What follows belongs to an exercise in optimizing a design on an open flow for small area; a production flow would make more cautious choices.
In this exercise RTL edits were held to simulation tests only and were not proved equivalent to the original.
No activity file was given, so power comes from the tool's default toggle rates.

==> inputs of trial 33 <==
==> flow/design.v <==
`timescale 1ns / 1ps
module calc_5(
	 input [0:0] sw,
	 input rst,
	 input clk16M,
	 input clk,
	 input mosi,
	 output [7:0] seg_n,
	 output [3:0] dig_n,
	 output [4:0] col_n,
	 output [7:0] ld
    );
assign col_n = 5'h1f;
reg [1:0] ce;
always @(posedge clk16M)
	if (rst) ce <= 2'b00;
	else     ce <= {ce[0], clk};
wire pulse = ce[1] & ~ce[0];
reg [9:0] shr;
wire rdy = ~shr[0] & shr[9];
always @(posedge clk16M)
	if (rst | rdy) shr <= 10'h3ff;
	else if (pulse) shr <= {mosi, shr[9:1]};
reg [7:0] data;
always @(posedge clk16M)
	if (rst) data <= 8'd0;
	else if (rdy) data <= shr[8:1];
assign ld = data;
wire [7:0] c = shr[8:1];
wire is_op  = (c == 8'h2B) | (c == 8'h2D) | (c == 8'h2A) | (c == 8'h2F);
wire is_eq  = (c == 8'h3D) | (c == 8'h0D);
wire is_num = (c[7:4] == 4'h3) & (c[3:0] <= 4'd9);
wire is_esc = (c == 8'h1B);
localparam OPA = 3'd0, OPA2 = 3'd1, OP = 3'd2, OPB = 3'd3, OPB2 = 3'd4, EQU = 3'd5;
reg [2:0] st;
reg [6:0] A, B;
reg [1:0] opc;       
reg valid;           
reg busy;            
wire go = rdy & ~is_esc;
wire ld_a1 = go & is_num & (st == OPA);
wire ld_a2 = go & is_num & (st == OPA2);
wire ld_b1 = go & is_num & (st == OPB);
wire ld_b2 = go & is_num & (st == OPB2);
wire set_op = go & is_op & ((st == OPA2) | (st == OP));
wire start = go & is_eq & ((st == OPB2) | (st == EQU));
always @(posedge clk16M)
	if (rst) st <= OPA;
	else if (rdy) begin
		if (is_esc) st <= OPA;
		else case (st)
			OPA:  if (is_num) st <= OPA2;
			OPA2: if (is_num) st <= OP; else if (is_op) st <= OPB;
			OP:   if (is_op) st <= OPB;
			OPB:  if (is_num) st <= OPB2;
			OPB2: if (is_num) st <= EQU; else if (is_eq) st <= OPA;
			EQU:  if (is_eq) st <= OPA;
			default: st <= OPA;
		endcase
	end
always @(posedge clk16M)
	if (rst) A <= 7'd0;
	else if (ld_a1) A <= {3'b000, c[3:0]};
	else if (ld_a2) A <= A[3:0] * 4'd10 + c[3:0];
always @(posedge clk16M)
	if (rst) B <= 7'd0;
	else if (ld_b1) B <= {3'b000, c[3:0]};
	else if (ld_b2) B <= B[3:0] * 4'd10 + c[3:0];
always @(posedge clk16M)
	if (set_op) opc <= {c[1] & (~c[0] | c[2]), c[2]};
always @(posedge clk16M)
	if (rst | ld_a1) valid <= 1'b0;
	else if (start) valid <= 1'b1;
reg [6:0] x, r, y;
reg [15:0] res;
wire xa = (x == A);
wire rb = (r == B);
wire y99 = (y == 7'd99);
wire is_add = (opc == 2'd0);
wire is_sub = (opc == 2'd1);
wire is_mul = (opc == 2'd2);
wire is_div = (opc == 2'd3);
reg x_inc, r_inc, r_clr, y_inc, y_clr, res_inc, done;
always @(*) begin
	x_inc = 0; r_inc = 0; r_clr = 0; y_inc = 0; y_clr = 0; res_inc = 0; done = 0;
	case (opc)
		2'd0: begin  
			if (!xa) begin x_inc = 1; res_inc = 1; end
			else if (!rb) begin r_inc = 1; res_inc = 1; end
			else done = 1;
		end
		2'd1: begin  
			if (xa) done = rb;
			else begin x_inc = 1; if (rb) res_inc = 1; else r_inc = 1; end
		end
		2'd2: begin  
			if (xa) done = 1;
			else if (rb) begin r_clr = 1; x_inc = 1; end
			else begin r_inc = 1; res_inc = 1; end
		end
		2'd3: begin  
			if (rb) begin r_clr = 1; res_inc = 1; end
			else if (xa) done = 1;
			else begin
				r_inc = 1;
				if (y99) begin y_clr = 1; x_inc = 1; end
				else y_inc = 1;
			end
		end
	endcase
end
always @(posedge clk16M)
	if (rst | ld_a1) busy <= 1'b0;
	else if (start) busy <= 1'b1;
	else if (done) busy <= 1'b0;
always @(posedge clk16M)
	if (~busy) begin
		x <= 7'd0; r <= 7'd0; y <= 7'd0;
	end else begin
		if (x_inc) x <= x + 7'd1;
		if (r_clr) r <= 7'd0; else if (r_inc) r <= r + 7'd1;
		if (y_clr) y <= 7'd0; else if (y_inc) y <= y + 7'd1;
	end
wire [3:0] r0 = res[3:0], r1 = res[7:4], r2 = res[11:8], r3 = res[15:12];
wire c0 = res_inc & (r0 == 4'd9);
wire c1 = c0 & (r1 == 4'd9);
wire c2 = c1 & (r2 == 4'd9);
always @(posedge clk16M)
	if (rst | start) res <= 16'd0;
	else if (busy & res_inc) begin
		res[3:0]   <= c0 ? 4'd0 : r0 + 4'd1;
		if (c0) res[7:4]   <= c1 ? 4'd0 : r1 + 4'd1;
		if (c1) res[11:8]  <= c2 ? 4'd0 : r2 + 4'd1;
		if (c2) res[15:12] <= r3 + 4'd1;
	end
reg [15:0] q40;
wire tc = &q40;
always @(posedge clk16M)
	if (rst | tc) q40 <= 16'h2b03;
	else q40 <= {q40[14:0], q40[15] ^ q40[14] ^ q40[12] ^ q40[3]};
reg [1:0] dsel;      
always @(posedge clk16M)
	if (rst) dsel <= 2'd0;
	else if (tc) dsel <= dsel + 2'd1;
wire [3:0] dg = ~(4'b0001 << dsel);
assign dig_n = dg;
reg [3:0] hexd, bcdd;
always @(*)
	case (dsel)
		2'd0: begin hexd = B[3:0];         bcdd = r0; end
		2'd1: begin hexd = {1'b0, B[6:4]}; bcdd = r1; end
		2'd2: begin hexd = A[3:0];         bcdd = r2; end
		default: begin hexd = {1'b0, A[6:4]}; bcdd = r3; end
	endcase
wire s = sw[0];
wire blank = ~s & ~valid;
wire dp = ~s & (~valid | (is_div & (dsel == 2'd2)));
wire [3:0] nib = busy ? 4'hE : ((s | ~valid) ? hexd : bcdd);
reg [6:0] seg;
always @(*)
	if (blank) seg = 7'b1111111;
	else case (nib)
		4'h1: seg = 7'b1111001;
		4'h2: seg = 7'b0100100;
		4'h3: seg = 7'b0110000;
		4'h4: seg = 7'b0011001;
		4'h5: seg = 7'b0010010;
		4'h6: seg = 7'b0000010;
		4'h7: seg = 7'b1111000;
		4'h8: seg = 7'b0000000;
		4'h9: seg = 7'b0010000;
		4'hA: seg = 7'b0001000;
		4'hB: seg = 7'b0000011;
		4'hC: seg = 7'b1000110;
		4'hD: seg = 7'b0100001;
		4'hE: seg = 7'b0000110;
		4'hF: seg = 7'b0001110;
		default: seg = 7'b1000000;
	endcase
assign seg_n = {~dp, seg};
endmodule
==> flow/run.sh <==
#!/bin/bash
# synth_recipe.tcl (not shown) runs the flow's synth.tcl, then flattens the netlist and writes it again
# the make line also repeats each setting of config.mk as NAME=value (left out here)
make -C /OpenROAD-flow-scripts/flow DESIGN_CONFIG=/design/flow/config.mk WORK_HOME=/design/flow/orfs CLKGATE_MAP_FILE= SYNTH_SCRIPT=/design/flow/synth_recipe.tcl finish
==> flow/config.mk <==
export PLATFORM = sky130hd
export DESIGN_NAME = calc_5
export DESIGN_NICKNAME = calc_5
export VERILOG_FILES = /design/flow/design.v
export SDC_FILE = /design/flow/constraint.sdc
export NUM_CORES = 4
export LEC_CHECK = 0
export CAP_MARGIN = 20
export CORE_MARGIN = 2
export CORE_UTILIZATION = 40
export SLEW_MARGIN = 20
==> flow/constraint.sdc <==
create_clock -name core_clock -period 10.0 [get_ports {clk16M}]
set_input_delay 2.0000 -clock core_clock [delete_from_list [all_inputs] [get_ports {clk16M}]]
set_output_delay 2.0000 -clock core_clock [all_outputs]
set_load 0.01 [all_outputs]
==> trial 96 (differences from trial 33) <==
==> flow/design.v, changed modules only <==
module calc_5(
	 input [0:0] sw,
	 input rst,
	 input clk16M,
	 input clk,
	 input mosi,
	 output [7:0] seg_n,
	 output [3:0] dig_n,
	 output [4:0] col_n,
	 output [7:0] ld
    );
assign col_n = 5'h1f;
reg [1:0] ce;
always @(posedge clk16M)
	if (rst) ce <= 2'b00;
	else     ce <= {ce[0], clk};
wire pulse = ce[1] & ~ce[0];
reg [9:0] shr;
wire rdy = ~shr[0] & shr[9];
always @(posedge clk16M)
	if (rst | rdy) shr <= 10'h3ff;
	else if (pulse) shr <= {mosi, shr[9:1]};
reg [7:0] data;
always @(posedge clk16M)
	if (rst) data <= 8'd0;
	else if (rdy) data <= shr[8:1];
assign ld = data;
wire [7:0] c = shr[8:1];
wire is_op  = (c == 8'h2B) | (c == 8'h2D) | (c == 8'h2A) | (c == 8'h2F);
wire is_eq  = (c == 8'h3D) | (c == 8'h0D);
wire is_num = (c[7:4] == 4'h3) & (c[3:0] <= 4'd9);
wire is_esc = (c == 8'h1B);
localparam OPA = 3'b000, OPA2 = 3'b001, OP = 3'b011, OPB = 3'b100, OPB2 = 3'b101, EQU = 3'b111;
reg [2:0] st;
reg [6:0] A, B;
reg [1:0] opc;       
reg valid;           
reg busy;            
wire go = rdy & ~is_esc;
wire ld_a1 = go & is_num & (st == OPA);
wire ld_a2 = go & is_num & (st == OPA2);
wire ld_b1 = go & is_num & (st == OPB);
wire ld_b2 = go & is_num & (st == OPB2);
wire set_op = go & is_op & ((st == OPA2) | (st == OP));
wire start = go & is_eq & ((st == OPB2) | (st == EQU));
always @(posedge clk16M)
	if (rst) st <= OPA;
	else if (rdy) begin
		if (is_esc) st <= OPA;
		else case (st)
			OPA:  if (is_num) st <= OPA2;
			OPA2: if (is_num) st <= OP; else if (is_op) st <= OPB;
			OP:   if (is_op) st <= OPB;
			OPB:  if (is_num) st <= OPB2;
			OPB2: if (is_num) st <= EQU; else if (is_eq) st <= OPA;
			EQU:  if (is_eq) st <= OPA;
			default: st <= OPA;
		endcase
	end
wire [3:0] prev = (st == OPA2) ? A[3:0] : (st == OPB2) ? B[3:0] : 4'd0;
wire [6:0] two = rst ? 7'd0 : prev * 4'd10 + c[3:0];
always @(posedge clk16M)
	if (rst | ld_a1 | ld_a2) A <= two;
always @(posedge clk16M)
	if (rst | ld_b1 | ld_b2) B <= two;
always @(posedge clk16M)
	if (set_op) opc <= {c[1] & (~c[0] | c[2]), c[2]};
always @(posedge clk16M)
	if (rst | ld_a1) valid <= 1'b0;
	else if (start) valid <= 1'b1;
reg [6:0] p;
reg [8:0] q;
wire p100 = (p == 7'h34);
wire tc = p100 & (q == 9'h057);
always @(posedge clk16M)
	if (rst | p100) p <= 7'h7f;
	else p <= {p[5:0], p[6] ^ p[5]};
always @(posedge clk16M)
	if (rst | tc) q <= 9'h1ff;
	else if (p100) q <= {q[7:0], q[8] ^ q[4]};
reg [1:0] dsel;      
always @(posedge clk16M)
	if (rst) dsel <= 2'd0;
	else if (tc) dsel <= dsel + 2'd1;
wire [3:0] dg = ~(4'b0001 << dsel);
assign dig_n = dg;
reg [6:0] x, r;
reg [15:0] res;
wire xa = (x == A);
wire rb = (r == B);
wire bz = (B == 7'd0);
wire aligned = ~&x;      
wire is_div = (opc == 2'd3);
reg x_inc, r_inc, r_clr, res_inc, done;
always @(*) begin
	x_inc = 0; r_inc = 0; r_clr = 0; res_inc = 0; done = 0;
	case (opc)
		2'd0: begin  
			if (!xa) begin x_inc = 1; res_inc = 1; end
			else if (!rb) begin r_inc = 1; res_inc = 1; end
			else done = 1;
		end
		2'd1: begin  
			if (xa) done = rb;
			else begin x_inc = 1; if (rb) res_inc = 1; else r_inc = 1; end
		end
		2'd2: begin  
			if (xa) done = 1;
			else if (rb) begin r_clr = 1; x_inc = 1; end
			else begin r_inc = 1; res_inc = 1; end
		end
		2'd3: begin  
			x_inc = p100 & ~xa;
			if (xa) begin
				if (rb) begin r_clr = 1; res_inc = 1; end
				else done = ~bz;
			end else if (aligned) begin
				r_inc = 1;
				if (rb) begin r_clr = 1; res_inc = 1; end
			end
		end
	endcase
end
always @(posedge clk16M)
	if (rst | ld_a1) busy <= 1'b0;
	else if (start) busy <= 1'b1;
	else if (done) busy <= 1'b0;
always @(posedge clk16M)
	if (~busy) begin
		x <= {7{is_div}}; r <= 7'd0;
	end else begin
		if (x_inc) x <= x + 7'd1;
		r <= (r_clr ? 7'd0 : r) + {6'd0, r_inc};
	end
wire [3:0] r0 = res[3:0], r1 = res[7:4], r2 = res[11:8], r3 = res[15:12];
wire c0 = res_inc & (r0 == 4'd9);
wire c1 = c0 & (r1 == 4'd9);
wire c2 = c1 & (r2 == 4'd9);
always @(posedge clk16M)
	if (start) res <= 16'd0;
	else if (busy & res_inc) begin
		res[3:0]   <= c0 ? 4'd0 : r0 + 4'd1;
		if (c0) res[7:4]   <= c1 ? 4'd0 : r1 + 4'd1;
		if (c1) res[11:8]  <= c2 ? 4'd0 : r2 + 4'd1;
		if (c2) res[15:12] <= r3 + 4'd1;
	end
reg [3:0] hexd, bcdd;
always @(*)
	case (dsel)
		2'd0: begin hexd = B[3:0];         bcdd = r0; end
		2'd1: begin hexd = {1'b0, B[6:4]}; bcdd = r1; end
		2'd2: begin hexd = A[3:0];         bcdd = r2; end
		default: begin hexd = {1'b0, A[6:4]}; bcdd = r3; end
	endcase
wire s = sw[0];
wire blank = ~s & ~valid;
wire dp = ~s & (~valid | (is_div & (dsel == 2'd2)));
wire [3:0] nib = busy ? 4'hE : ((s | ~valid) ? hexd : bcdd);
reg [6:0] seg;
always @(*)
	if (blank) seg = 7'b1111111;
	else case (nib)
		4'h1: seg = 7'b1111001;
		4'h2: seg = 7'b0100100;
		4'h3: seg = 7'b0110000;
		4'h4: seg = 7'b0011001;
		4'h5: seg = 7'b0010010;
		4'h6: seg = 7'b0000010;
		4'h7: seg = 7'b1111000;
		4'h8: seg = 7'b0000000;
		4'h9: seg = 7'b0010000;
		4'hA: seg = 7'b0001000;
		4'hB: seg = 7'b0000011;
		4'hC: seg = 7'b1000110;
		4'hD: seg = 7'b0100001;
		4'hE: seg = 7'b0000110;
		4'hF: seg = 7'b0001110;
		default: seg = 7'b1000000;
	endcase
assign seg_n = {~dp, seg};
endmodule
==> flow/flow/run.sh (new file) <==
#!/bin/bash
# Own layout flow: the standard flow (standard.sh) with three area changes.
#  1. Synthesis: the standard flow's synthesis script, except that the final ABC mapping uses Yosys's
#     area-oriented ABC script (flow/area.abc) instead of ORFS's, and adders are not pre-mapped to
#     half/full-adder cells. The registers are checked against the standard synthesis's and the
#     standard netlist is used if they differ.
#  2. Port buffers: buffer_ports with the smallest buffer (every port still gets a buffer).
#  3. CTS: settings from flow/cts_args.txt (no dummy loads, smaller clock buffers).
# Every tool's output goes to a log file of its own in the work folder.
set -euo pipefail
W=$PWD
R=$W/orfs/results/$FLOW_PLATFORM/calc_5/base
HERE=$(cd "$(dirname "${BASH_SOURCE[0]}")" && pwd)

bash standard.sh synth > $W/log_std_synth.txt 2>&1
flops() { grep -oE '^ *sky130_fd_sc_hd__(df|edf|sdf|dl)[a-z0-9_]+ +[^ ]+' "$1" | sed -E 's/_[0-9]+ +/ /; s/^ *//' | sort; }
flops $R/1_2_yosys.v > $W/flops_std.txt
mkdir -p $W/std_synth
cp $R/1_2_yosys.v $R/1_2_yosys.sdc $R/1_synth.odb $R/1_synth.sdc $W/std_synth/

# 1b. own synthesis: same script with the ABC call replaced
{ echo "set own_abc_script $HERE/area.abc"; sed "s/^set own_abc_script.*//" "$HERE/abc_override.tcl"; cat $W/synth_recipe.tcl; } > $W/own_synth.tcl
rm -f $R/1_2_yosys.v $R/1_2_yosys.sdc $R/1_synth.odb $R/1_synth.sdc
MAKECMD=$(grep -E '^make ' standard.sh | sed -E 's#"\$\{@:-finish\}"##; s#SYNTH_SCRIPT=[^ ]+#SYNTH_SCRIPT='"$W"'/own_synth.tcl#')
if eval "$MAKECMD ADDER_MAP_FILE= synth" > $W/log_own_synth.txt 2>&1; then
  flops $R/1_2_yosys.v > $W/flops_own.txt
else
  : > $W/flops_own.txt
fi
if ! cmp -s $W/flops_std.txt $W/flops_own.txt; then
  echo "own synthesis registers differ from the standard synthesis: using the standard netlist" | tee $W/log_fallback.txt
  cp $W/std_synth/* $R/
fi
touch $R/1_synth.odb $R/1_synth.sdc

# 2-3. the rest of the standard flow
export BUFFER_PORTS_ARGS="-buffer_cell sky130_fd_sc_hd__buf_1"
if [[ -s "$HERE/cts_args.txt" ]]; then export CTS_ARGS="$(cat "$HERE/cts_args.txt")"; fi
bash standard.sh > $W/log_std_finish.txt 2>&1
==> flow/flow/abc_override.tcl (new file) <==
# Final technology mapping for area: ABC with flow/area.abc instead of ORFS's script, and
# without ORFS's -constr and -D (no delay target, no buffering or upsizing in ABC).
set own_abc_script [file join [file dirname [info script]] area.abc]
proc abc {args} {
  global own_abc_script
  set out [list -script $own_abc_script]
  set i 0
  while {$i < [llength $args]} {
    set a [lindex $args $i]
    if {$a in {-script -constr -D}} { incr i 2; continue }
    lappend out $a
    incr i
  }
  puts "own flow: abc $out"
  yosys abc {*}$out
}
==> flow/flow/area.abc (new file) <==
strash
&get -n
&deepsyn -J 200
&put
&get -n
&st
&dch -f
&nf -R 1000
&put
topo
==> flow/flow/cts_args.txt (new file) <==
-sink_clustering_enable -repair_clock_nets -dont_use_dummy_load -buf_list sky130_fd_sc_hd__clkbuf_8
==> flow/standard.sh (new file) <==
#!/bin/bash
# synth_recipe.tcl (not shown) runs the flow's synth.tcl, then flattens the netlist and writes it again
# the make line also repeats each setting of config.mk as NAME=value (left out here)
make -C /OpenROAD-flow-scripts/flow DESIGN_CONFIG=/design/flow/config.mk WORK_HOME=/design/flow/orfs CLKGATE_MAP_FILE= SYNTH_SCRIPT=/design/flow/synth_recipe.tcl "${@:-finish}"
removed: flow/run.sh
==> trial 64 (differences from trial 33) <==
--- a/flow/design.v
+++ b/flow/design.v
@@ -31,7 +31,7 @@
 wire is_eq  = (c == 8'h3D) | (c == 8'h0D);
 wire is_num = (c[7:4] == 4'h3) & (c[3:0] <= 4'd9);
 wire is_esc = (c == 8'h1B);
-localparam OPA = 3'd0, OPA2 = 3'd1, OP = 3'd2, OPB = 3'd3, OPB2 = 3'd4, EQU = 3'd5;
+localparam OPA = 3'b000, OPA2 = 3'b001, OP = 3'b011, OPB = 3'b100, OPB2 = 3'b101, EQU = 3'b111;
 reg [2:0] st;
 reg [6:0] A, B;
 reg [1:0] opc;       
@@ -58,14 +58,14 @@
 			default: st <= OPA;
 		endcase
 	end
+wire [3:0] prev = (st == OPA2) ? A[3:0] : (st == OPB2) ? B[3:0] : 4'd0;
+wire [6:0] two = prev * 4'd10 + c[3:0];
 always @(posedge clk16M)
 	if (rst) A <= 7'd0;
-	else if (ld_a1) A <= {3'b000, c[3:0]};
-	else if (ld_a2) A <= A[3:0] * 4'd10 + c[3:0];
+	else if (ld_a1 | ld_a2) A <= two;
 always @(posedge clk16M)
 	if (rst) B <= 7'd0;
-	else if (ld_b1) B <= {3'b000, c[3:0]};
-	else if (ld_b2) B <= B[3:0] * 4'd10 + c[3:0];
+	else if (ld_b1 | ld_b2) B <= two;
 always @(posedge clk16M)
 	if (set_op) opc <= {c[1] & (~c[0] | c[2]), c[2]};
 always @(posedge clk16M)
==> flow/flow/run.sh (new file) <==
#!/bin/bash
# Own layout flow: the standard flow (standard.sh) with three area changes.
#  1. Synthesis: the standard flow's synthesis script, except that the final ABC mapping uses Yosys's
#     default (area-oriented) ABC script instead of ORFS's, and adders are not pre-mapped to
#     half/full-adder cells. The registers are checked against the standard synthesis's and the
#     standard netlist is used if they differ.
#  2. Port buffers: buffer_ports with the smallest buffer (every port still gets a buffer).
#  3. CTS: settings from flow/cts_args.txt (no dummy loads, smaller clock buffers).
# Every tool's output goes to a log file of its own in the work folder.
set -euo pipefail
W=$PWD
R=$W/orfs/results/$FLOW_PLATFORM/calc_5/base
HERE=$(cd "$(dirname "${BASH_SOURCE[0]}")" && pwd)

bash standard.sh synth > $W/log_std_synth.txt 2>&1
flops() { grep -oE '^ *sky130_fd_sc_hd__(df|edf|sdf|dl)[a-z0-9_]+ +[^ ]+' "$1" | sed -E 's/_[0-9]+ +/ /; s/^ *//' | sort; }
flops $R/1_2_yosys.v > $W/flops_std.txt
mkdir -p $W/std_synth
cp $R/1_2_yosys.v $R/1_2_yosys.sdc $R/1_synth.odb $R/1_synth.sdc $W/std_synth/

# 1b. own synthesis: same script with the ABC call replaced
{ echo "set own_abc_script $HERE/area.abc"; sed "s/^set own_abc_script.*//" "$HERE/abc_override.tcl"; cat $W/synth_recipe.tcl; } > $W/own_synth.tcl
rm -f $R/1_2_yosys.v $R/1_2_yosys.sdc $R/1_synth.odb $R/1_synth.sdc
MAKECMD=$(grep -E '^make ' standard.sh | sed -E 's#"\$\{@:-finish\}"##; s#SYNTH_SCRIPT=[^ ]+#SYNTH_SCRIPT='"$W"'/own_synth.tcl#')
if eval "$MAKECMD ADDER_MAP_FILE= synth" > $W/log_own_synth.txt 2>&1; then
  flops $R/1_2_yosys.v > $W/flops_own.txt
else
  : > $W/flops_own.txt
fi
if ! cmp -s $W/flops_std.txt $W/flops_own.txt; then
  echo "own synthesis registers differ from the standard synthesis: using the standard netlist" | tee $W/log_fallback.txt
  cp $W/std_synth/* $R/
fi
touch $R/1_synth.odb $R/1_synth.sdc

# 2-3. the rest of the standard flow
export BUFFER_PORTS_ARGS="-buffer_cell sky130_fd_sc_hd__buf_1"
if [[ -s "$HERE/cts_args.txt" ]]; then export CTS_ARGS="$(cat "$HERE/cts_args.txt")"; fi
bash standard.sh > $W/log_std_finish.txt 2>&1
==> flow/flow/abc_override.tcl (new file) <==
# Final technology mapping for area: ABC with flow/area.abc instead of ORFS's script, and
# without ORFS's -constr and -D (no delay target, no buffering or upsizing in ABC).
set own_abc_script [file join [file dirname [info script]] area.abc]
proc abc {args} {
  global own_abc_script
  set out [list -script $own_abc_script]
  set i 0
  while {$i < [llength $args]} {
    set a [lindex $args $i]
    if {$a in {-script -constr -D}} { incr i 2; continue }
    lappend out $a
    incr i
  }
  puts "own flow: abc $out"
  yosys abc {*}$out
}
==> flow/flow/area.abc (new file) <==
strash
dch -f
amap
topo
==> flow/flow/cts_args.txt (new file) <==
-sink_clustering_enable -repair_clock_nets -dont_use_dummy_load -buf_list sky130_fd_sc_hd__clkbuf_8
==> flow/standard.sh (new file) <==
#!/bin/bash
# synth_recipe.tcl (not shown) runs the flow's synth.tcl, then flattens the netlist and writes it again
# the make line also repeats each setting of config.mk as NAME=value (left out here)
make -C /OpenROAD-flow-scripts/flow DESIGN_CONFIG=/design/flow/config.mk WORK_HOME=/design/flow/orfs CLKGATE_MAP_FILE= SYNTH_SCRIPT=/design/flow/synth_recipe.tcl "${@:-finish}"
removed: flow/run.sh
==> summary.txt <==
Status: trial 64 no timing/DRC/antenna violations; trial 96 no timing/DRC/antenna violations; trial 33 no timing/DRC/antenna violations
Global routing met1 resource utilization: trial 64 0.2363; trial 96 0.2355; trial 33 0.2249
Total number of vias: trial 64 4113; trial 96 3388; trial 33 4387
CP max-delay cell: trial 64 a221oi_1; trial 96 a21oi_1; trial 33 mux4_2
Number of cells on the critical path: trial 64 12; trial 96 12; trial 33 9
Met2 wire len: trial 64 4.835 mm; trial 96 4.012 mm; trial 33 5.547 mm
First-pass GRT wire length: trial 64 17.07 mm; trial 96 15.64 mm; trial 33 20.44 mm
Pre-CTS setup slack: trial 64 3516 ps; trial 96 3955 ps; trial 33 2592 ps
Worst Path Buf+Inv: trial 64 5; trial 96 4; trial 33 3
Share of the synthesized area in compound gates (AO/OA/AOI/OAI): trial 64 0.2394; trial 96 0.1960; trial 33 0.1385
Data arrival time of the worst path: trial 64 4520 ps; trial 96 4080 ps; trial 33 5440 ps
Clock buffer count: trial 64 9; trial 96 9; trial 33 12
Overall die width: trial 64 108.5 µm; trial 96 105.4 µm; trial 33 121.1 µm
Setup slack of the critical path after layout: trial 64 3479 ps; trial 96 3922 ps; trial 33 2565 ps
Register fraction of the total cell area: trial 64 0.4092; trial 96 0.4478; trial 33 0.3188
Critical path peak fanout: trial 64 6; trial 96 10; trial 33 13
Sw Ratio: trial 64 0.2284; trial 96 0.2311; trial 33 0.2239
Mapped Cells: trial 64 570; trial 96 449; trial 33 644
Mux share of post-synthesis cell area: trial 64 0; trial 96 0.01004; trial 33 0.04359
GRT met2 Usage: trial 64 0.3004; trial 96 0.2618; trial 33 0.2805
Clk Latency, worst-skew pair: trial 64 360 ps; trial 96 350 ps; trial 33 350 ps
Register area share after synthesis: trial 64 0.4450; trial 96 0.4893; trial 33 0.3542
Net Switching: trial 64 0.0001426 W; trial 96 0.0001412 W; trial 33 0.0001727 W
FP Rows: trial 64 38; trial 96 37; trial 33 42
Cell depth of the worst hold path: trial 64 2; trial 96 1; trial 33 1
Number of flip-flops and latches: trial 64 96; trial 96 89; trial 33 96

-- afterwards: timing with drivers on the ports --
In the flow no input, the clock included, has a driving cell. The finished layouts below were timed again as built, in two steps.
Step 1 (the two cells are an assumption about what drives the block):
set clk [get_ports {clk16M}]
set_driving_cell -lib_cell sky130_fd_sc_hd__clkbuf_16 $clk
set_driving_cell -lib_cell sky130_fd_sc_hd__buf_2 [delete_from_list [all_inputs] $clk]
Step 2 times the ports against the registers' clock, not the clock port: input delays grow and output delays shrink by t, the midpoint of the rising clock arrivals with the driver on.
Slacks: ideal ports / drivers / drivers and shift; pairs: ideal ports / drivers.
run	shift t [ns]	setup slack, ns	hold WS [ns]	worst setup path after step 2	clock arrival spread, ns
trial 33	0.389	2.565 / 2.540 / 2.540	0.446 / 0.446 / 0.446	input to output	0.008 / 0.009
trial 96	0.378	3.922 / 3.884 / 3.884	0.444 / 0.444 / 0.444	input to output	0.020 / 0.020
trial 64	0.385	3.479 / 3.451 / 3.451	0.423 / 0.423 / 0.423	input to output	0.025 / 0.024
After both steps every run listed still meets setup and hold. For trial 96, which loses most, drivers alone change the setup slack by -0.038 ns; drivers and shift together by -0.038 ns.
